This design comes from an exercise in tuning for small area on the open sky130 flow, not from production work. Function was checked by simulation only, so behaviour that the tests miss may differ from the original.

==> inputs of 10-25 <==
Design Motor_Controller, start of the top module:
module Motor_Controller
#(
parameter
      CLK_FREQUENCY     = 8'd4,       
      PWM_PERIOD        = 16'd2016,   
      SPEED_CTRL_PERIOD = 16'd2       
)
(
    input in_rst_n,
    input in_clk,
    input in_module_en,
    input in_fwd_dir,
    input in_PID_passby,
    input in_phA,
    input in_phB,
    input [15:0] in_speed_set,
    output reg [15:0] out_cur_speed,
    input [15:0] in_kp_param,
    input [15:0] in_ki_param,
    input [15:0] in_pid_out_max,
    input [15:0] in_pid_out_min,
    input [31:0] in_pid_ui_limit,
    output reg out_reg_PWMdir,
    output out_w_PWM
);
Settings: LEC_CHECK=0, CAP_MARGIN=20, CORE_MARGIN=2, CORE_UTILIZATION=60, CTS_BUF_LIST=sky130_fd_sc_hd__clkbuf_4 sky130_fd_sc_hd__clkbuf_8, PLACE_DENSITY=0.7, SLEW_MARGIN=20, SYNTH_HIERARCHICAL=1; clock period 10.0 ns.
standard.sh (not shown) runs the stock make flow with config.mk's settings and CLKGATE_MAP_FILE= SYNTH_SCRIPT=/design/flow/synth_recipe.tcl, a recipe that flattens the netlist after the stock synthesis.
==> flow/flow/run.sh <==
#!/bin/bash
# Own layout flow:
#  1. the standard synthesis (standard.sh synth);
#  2. flow/remap.py maps the combinational logic again with an area-oriented
#     ABC script (flip-flops, full/half adders and their names are kept);
#  3. flow/polopt.py removes inverters around full adders and picks gate
#     polarity twins;
#  4. the standard layout of that netlist, with the smallest port buffer.
set -euo pipefail
W=$(pwd)
R=$W/orfs/results/$FLOW_PLATFORM/Motor_Controller/base
LIB=$FLOW_HOME/platforms/$FLOW_PLATFORM/lib/sky130_fd_sc_hd__tt_025C_1v80.lib
YS=$(command -v yosys || echo $FLOW_HOME/../tools/install/yosys/bin/yosys)
bash standard.sh synth > $W/synth.log 2>&1
cp $R/1_2_yosys.v $W/1_2_yosys.std.v
python3 $W/flow/remap.py $YS $LIB $W/1_2_yosys.std.v $W/1_2_yosys.remap.v > $W/remap.log 2>&1
python3 $W/flow/polopt.py $W/1_2_yosys.remap.v $R/1_2_yosys.v $LIB > $W/polopt.log 2>&1
rm -f $R/1_synth.odb
bash standard.sh 'BUFFER_PORTS_ARGS=-buffer_cell sky130_fd_sc_hd__buf_1' finish > $W/layout.log 2>&1
==> flow/flow/remap.py <==
#!/usr/bin/env python3
"""Re-map the combinational logic of a mapped netlist with an area-oriented
ABC script. Flip-flops, full and half adders and tie cells stay as they are
(same instances and names); every other cell is read as its liberty function
and mapped again.

usage: remap.py yosys liberty in.v out.v"""
import sys, subprocess, os, re, tempfile
ys, lib, src, dst = sys.argv[1:5]
keep = set(re.findall(r'^\s*(sky130_fd_sc_hd__(?:fa|ha|df|edf|sdf|dl|conb)\w*)\s', open(src).read(), re.M))
libcells = re.findall(r'cell \("(sky130_fd_sc_hd__\w+)"\)', open(lib).read())
dont = ' '.join('-dont_use ' + c for c in libcells if 'lpflow' in c or 'probe' in c)
d = tempfile.mkdtemp(prefix='remap')
abc = os.path.join(d, 'area.abc')
open(abc, 'w').write('strash\ndc2\ndch -f\nmap -a\nmfs2\nstrash\ndch -f\nmap -a\ntopo\ndnsize\n')
script = os.path.join(d, 'remap.ys')
open(script, 'w').write('''read_liberty -ignore_miss_func %s
read_verilog %s
hierarchy -top Motor_Controller
setattr -mod -set keep_hierarchy 1 %s
flatten
opt_clean
abc -liberty %s %s -script %s Motor_Controller
opt_clean -purge
select Motor_Controller
write_verilog -noattr -noexpr -nohex -nodec -selected %s
''' % (lib, src, ' '.join(sorted(keep)), lib, dont, abc, dst))
r = subprocess.run([ys, '-q', '-l', dst + '.log', script], capture_output=True, text=True)
sys.exit(r.returncode)
Other scripts of this flow, unchanged in this note and not shown: flow/flow/polopt.py
==> inputs of 05-22, as changes to 10-25 <==
--- a/flow/design.v
+++ b/flow/design.v
@@ -112,14 +112,15 @@
 end endgenerate
 wire csat = enext[15] & ~(|enext[14:0]);
 wire csat_up = csat & ~dir;
 always @(posedge in_clk) begin
     cnter <= {enext[15] & ~csat_up, enext[14:1] | {14{csat_up}}, enext[0] | csat};
 end
 reg [31:0] ui;           
+reg incf;                
 reg [31:0] x;            
 reg lt3;                 
 reg [15:0] t16;          
 reg tovh, tovl;          
 wire [15:0] err = t16;
 wire [15:0] o5 = t16;
 wire sel7 = tovh;
@@ -131,25 +132,23 @@
     assign err_d[i] = in_speed_set[i] ^ bi ^ rc[i];
     assign rc[i+1] = (in_speed_set[i] & bi) | (in_speed_set[i] & rc[i]) | (bi & rc[i]);
 end endgenerate
 wire [15:0] ki_e = in_PID_passby ? 16'd0 : in_ki_param;
 wire [15:0] kp_e = in_PID_passby ? 16'd256 : in_kp_param;
 wire [15:0] max_e = in_PID_passby ? PWM_PERIOD : in_pid_out_max;
 wire [15:0] min_e = in_PID_passby ? (16'd0 - PWM_PERIOD) : in_pid_out_min;
-wire [15:0] m_a = st[0] ? ki_e : (st[2] ? 16'd0 : kp_e);
+wire [15:0] m_a = st[0] ? ki_e : kp_e;
+wire [31:0] m_c = st[0] ? ui : 32'd0;
 wire [31:0] prod;
-mac16 u_mac (.a(m_a), .b(err), .c(x), .ci(st[2] & lt3), .s(prod));
+mac16 u_mac (.a(m_a), .b(err), .c(m_c), .ci(st[0] & incf), .s(prod));
 wire [31:0] lim = in_pid_ui_limit;
 wire gt, lt;
 slt #(32) u_gt (.a(lim), .b(ui), .y(gt));
 sneg #(32) u_lt (.a(ui), .b(lim), .y(lt));
-wire x_zero = st[0] ? st[1] : in_PID_passby;
-wire x_lim = gt & ~st[0];
-wire x_nlim = lt & ~gt & ~st[0];
-wire [31:0] x_d = x_zero ? 32'd0 : (x_lim ? lim : (x_nlim ? ~lim : ui));
+wire [31:0] clamp = gt ? lim : (lt ? ~lim : ui);
 wire [16:0] oc;
 wire [15:0] o3;
 assign oc[0] = lt3 & (&x[7:0]);
 generate for (i = 0; i < 16; i = i + 1) begin : g_o3
     assign o3[i] = x[i+8] ^ t16[i] ^ oc[i];
     assign oc[i+1] = (x[i+8] & t16[i]) | (x[i+8] & oc[i]) | (t16[i] & oc[i]);
 end endgenerate
@@ -168,24 +167,32 @@
 generate for (i = 0; i < 16; i = i + 1) begin : g_mag
     wire v = o6[i] ^ o6[15];
     assign mag[i] = v ^ mc[i];
     assign mc[i+1] = v & mc[i];
 end endgenerate
 wire [15:0] thr16 = in_PID_passby ? mag : {mag[10:0], 5'd0};
 always @(posedge in_clk) begin
-    x <= x_d;
+    x <= in_PID_passby ? 32'd0 : clamp;
     lt3 <= ~in_PID_passby & ~gt & lt;
     if (~st[1]) t16 <= err_d;
     else if (~st[0]) t16 <= st[2] ? (t9 ? max_e : ((t3 | t13) ? min_e : o3)) : prod[23:8];
     tovh <= st[2] ? (t12 & ~cl) : (~prod[31] & (prod[30:23] != 8'h00));
     tovl <= prod[31] & (prod[30:23] != 8'hff);
 end
 always @(posedge in_clk) begin
-    if (!in_rst_n) ui <= 32'd0;
-    else if (s_p2 | (s_p4 & ~cl)) ui <= prod;
+    if (!in_rst_n) begin
+        ui <= 32'd0;
+        incf <= 1'b0;
+    end else if (s_p2) begin
+        ui <= prod;
+        incf <= 1'b0;
+    end else if (s_p4 & ~cl) begin
+        ui <= x;
+        incf <= lt3;
+    end
 end
 always @(posedge in_clk) begin
     if (!in_rst_n) begin
         out_cur_speed <= 16'd0;
         out_reg_PWMdir <= 1'b0;
         pwm_thres <= {CW{1'b0}};
         thres_big <= 1'b0;
==> flow/flow/run.sh (replaced) <==
#!/bin/bash
# Own layout flow: the standard synthesis, then a signal-polarity clean-up of
# the mapped netlist (flow/polopt.py: removes inverters around full adders and
# picks inverted/non-inverted gate twins), then the standard layout of that
# netlist, with the smallest buffer on the ports.
set -euo pipefail
W=$(pwd)
R=$W/orfs/results/$FLOW_PLATFORM/Motor_Controller/base
LIB=$FLOW_HOME/platforms/$FLOW_PLATFORM/lib/sky130_fd_sc_hd__tt_025C_1v80.lib
bash standard.sh synth > $W/synth.log 2>&1
cp $R/1_2_yosys.v $W/1_2_yosys.std.v
python3 $W/flow/polopt.py $W/1_2_yosys.std.v $R/1_2_yosys.v $LIB > $W/polopt.log 2>&1
rm -f $R/1_synth.odb
bash standard.sh 'BUFFER_PORTS_ARGS=-buffer_cell sky130_fd_sc_hd__buf_1' finish > $W/layout.log 2>&1
Settings changed: CORE_UTILIZATION 60 to 40, PLACE_DENSITY 0.7 to not set.
removed: flow/flow/remap.py
==> inputs of 12-16, as changes to 10-25 <==
--- a/flow/design.v
+++ b/flow/design.v
@@ -112,14 +112,15 @@
 end endgenerate
 wire csat = enext[15] & ~(|enext[14:0]);
 wire csat_up = csat & ~dir;
 always @(posedge in_clk) begin
     cnter <= {enext[15] & ~csat_up, enext[14:1] | {14{csat_up}}, enext[0] | csat};
 end
 reg [31:0] ui;           
+reg incf;                
 reg [31:0] x;            
 reg lt3;                 
 reg [15:0] t16;          
 reg tovh, tovl;          
 wire [15:0] err = t16;
 wire [15:0] o5 = t16;
 wire sel7 = tovh;
@@ -131,25 +132,23 @@
     assign err_d[i] = in_speed_set[i] ^ bi ^ rc[i];
     assign rc[i+1] = (in_speed_set[i] & bi) | (in_speed_set[i] & rc[i]) | (bi & rc[i]);
 end endgenerate
 wire [15:0] ki_e = in_PID_passby ? 16'd0 : in_ki_param;
 wire [15:0] kp_e = in_PID_passby ? 16'd256 : in_kp_param;
 wire [15:0] max_e = in_PID_passby ? PWM_PERIOD : in_pid_out_max;
 wire [15:0] min_e = in_PID_passby ? (16'd0 - PWM_PERIOD) : in_pid_out_min;
-wire [15:0] m_a = st[0] ? ki_e : (st[2] ? 16'd0 : kp_e);
+wire [15:0] m_a = st[0] ? ki_e : kp_e;
+wire [31:0] m_c = st[0] ? ui : 32'd0;
 wire [31:0] prod;
-mac16 u_mac (.a(m_a), .b(err), .c(x), .ci(st[2] & lt3), .s(prod));
+mac16 u_mac (.a(m_a), .b(err), .c(m_c), .ci(st[0] & incf), .s(prod));
 wire [31:0] lim = in_pid_ui_limit;
 wire gt, lt;
 slt #(32) u_gt (.a(lim), .b(ui), .y(gt));
 sneg #(32) u_lt (.a(ui), .b(lim), .y(lt));
-wire x_zero = st[0] ? st[1] : in_PID_passby;
-wire x_lim = gt & ~st[0];
-wire x_nlim = lt & ~gt & ~st[0];
-wire [31:0] x_d = x_zero ? 32'd0 : (x_lim ? lim : (x_nlim ? ~lim : ui));
+wire [31:0] clamp = gt ? lim : (lt ? ~lim : ui);
 wire [16:0] oc;
 wire [15:0] o3;
 assign oc[0] = lt3 & (&x[7:0]);
 generate for (i = 0; i < 16; i = i + 1) begin : g_o3
     assign o3[i] = x[i+8] ^ t16[i] ^ oc[i];
     assign oc[i+1] = (x[i+8] & t16[i]) | (x[i+8] & oc[i]) | (t16[i] & oc[i]);
 end endgenerate
@@ -168,24 +167,32 @@
 generate for (i = 0; i < 16; i = i + 1) begin : g_mag
     wire v = o6[i] ^ o6[15];
     assign mag[i] = v ^ mc[i];
     assign mc[i+1] = v & mc[i];
 end endgenerate
 wire [15:0] thr16 = in_PID_passby ? mag : {mag[10:0], 5'd0};
 always @(posedge in_clk) begin
-    x <= x_d;
+    x <= in_PID_passby ? 32'd0 : clamp;
     lt3 <= ~in_PID_passby & ~gt & lt;
     if (~st[1]) t16 <= err_d;
     else if (~st[0]) t16 <= st[2] ? (t9 ? max_e : ((t3 | t13) ? min_e : o3)) : prod[23:8];
     tovh <= st[2] ? (t12 & ~cl) : (~prod[31] & (prod[30:23] != 8'h00));
     tovl <= prod[31] & (prod[30:23] != 8'hff);
 end
 always @(posedge in_clk) begin
-    if (!in_rst_n) ui <= 32'd0;
-    else if (s_p2 | (s_p4 & ~cl)) ui <= prod;
+    if (!in_rst_n) begin
+        ui <= 32'd0;
+        incf <= 1'b0;
+    end else if (s_p2) begin
+        ui <= prod;
+        incf <= 1'b0;
+    end else if (s_p4 & ~cl) begin
+        ui <= x;
+        incf <= lt3;
+    end
 end
 always @(posedge in_clk) begin
     if (!in_rst_n) begin
         out_cur_speed <= 16'd0;
         out_reg_PWMdir <= 1'b0;
         pwm_thres <= {CW{1'b0}};
         thres_big <= 1'b0;
==> flow/flow/remap.py (replaced) <==
#!/usr/bin/env python3
"""Re-map the combinational logic of a mapped netlist with an area-oriented
ABC script. Flip-flops, full and half adders and tie cells stay as they are
(same instances and names); every other cell is read as its liberty function
and mapped again.

usage: remap.py yosys liberty in.v out.v"""
import sys, subprocess, os, re, tempfile
ys, lib, src, dst = sys.argv[1:5]
keep = set(re.findall(r'^\s*(sky130_fd_sc_hd__(?:fa|ha|df|edf|sdf|dl|conb)\w*)\s', open(src).read(), re.M))
d = tempfile.mkdtemp(prefix='remap')
abc = os.path.join(d, 'area.abc')
open(abc, 'w').write('strash\ndc2\ndch -f\nmap -a\nmfs2\nstrash\ndch -f\nmap -a\ntopo\ndnsize\n')
script = os.path.join(d, 'remap.ys')
open(script, 'w').write('''read_liberty -ignore_miss_func %s
read_verilog %s
hierarchy -top Motor_Controller
setattr -mod -set keep_hierarchy 1 %s
flatten
opt_clean
abc -liberty %s -script %s Motor_Controller
opt_clean -purge
select Motor_Controller
write_verilog -noattr -noexpr -nohex -nodec -selected %s
''' % (lib, src, ' '.join(sorted(keep)), lib, abc, dst))
r = subprocess.run([ys, '-q', '-l', dst + '.log', script], capture_output=True, text=True)
sys.exit(r.returncode)
Settings changed: CORE_UTILIZATION 60 to 40, PLACE_DENSITY 0.7 to not set.
==> inputs of 12-03, as changes to 10-25 <==
Settings changed: CORE_UTILIZATION 60 to 40, PLACE_DENSITY 0.7 to not set.
==> notes.md <==
First-iteration DRC count, highest first: 12-16, 12-03, 10-25, 05-22.
Sequential share of layout area: 10-25 > 12-03 > 12-16 > 05-22.
Final area, highest first: 05-22, 12-16, 12-03, 10-25.
Sequential cell count: 12-03 is lower than 12-16 (1).
Between 10-25 and 12-03, the lower clock-buffer cell count is in 10-25 (gap 2).
==> figures <==
Status: 05-22 timing/DRC/antenna clean; 12-03 timing/DRC/antenna clean; 10-25 timing/DRC/antenna clean; 12-16 timing/DRC/antenna clean
Horiz. Die Dim: 05-22 221 um; 12-03 207 um; 10-25 170 um; 12-16 209 um
WP buf/inv: 05-22 3; 12-03 2; 10-25 2; 12-16 8
Kind of start point of the critical path: 05-22 flip-flop; 12-03 input port; 10-25 flip-flop; 12-16 input port
Startpoint of the worst setup timing path: 05-22 x[0]; 12-03 in_PID_passby; 10-25 x[1]; 12-16 in_PID_passby
Final clock period utilization by the worst path: 05-22 96.8%; 12-03 95.9%; 10-25 96.0%; 12-16 95.5%
Antenna violations before repair: 05-22 0; 12-03 4; 10-25 0; 12-16 0
Total Wirelength: 05-22 59.1 mm; 12-03 59.3 mm; 10-25 55.9 mm; 12-16 61.4 mm
Detailed Route Iter0 Violations: 05-22 1074; 12-03 1555; 10-25 1533; 12-16 1828
Data buffer area share: 05-22 5.71%; 12-03 6.74%; 10-25 6.48%; 12-16 6.06%
Insertion delay of the later-clocked pin in the worst-skew pair: 05-22 0.49 ns; 12-03 0.53 ns; 10-25 0.49 ns; 12-16 0.47 ns
Area of the mapped netlist: 05-22 18900 um2; 12-03 16500 um2; 10-25 16500 um2; 12-16 16900 um2
Share of cells above drive strength 1: 05-22 10.8%; 12-03 7.07%; 10-25 6.85%; 12-16 6.31%
GRT Overall Usage: 05-22 24.7%; 12-03 28.3%; 10-25 40.4%; 12-16 28.6%

[static timing again, ports no longer ideal]
The results above use ideal ports. As a check the final layouts listed here were re-extracted and re-timed, cells and wires unchanged.
Step 1 (the two cells are an assumption about what drives the block):
set clk [get_ports {in_clk}]
set_driving_cell -lib_cell sky130_fd_sc_hd__clkbuf_16 $clk
set_driving_cell -lib_cell sky130_fd_sc_hd__buf_2 [delete_from_list [all_inputs] $clk]
Step 2, shift: input delay + t, output delay - t, t = (earliest + latest rising clock arrival at the registers) / 2. This alone moves slack from input paths to output paths.
a / b / c = ideal / step 1 / step 2; a / b = the first two.
run	t, ns	setup slack, ns	cell pins on the clock port's net
10-25	0.527	0.401 / 0.401 / -0.054	1
05-22	0.531	0.319 / 0.319 / -0.107	1
12-16	0.508	0.447 / 0.471 / -0.038	1
12-03	0.569	0.414 / 0.443 / -0.125	1
Met with ideal ports but missed after step 2: setup timing in every run listed. For 12-03, which loses most, drivers alone change the setup slack by +0.029 ns; drivers and shift together by -0.539 ns.
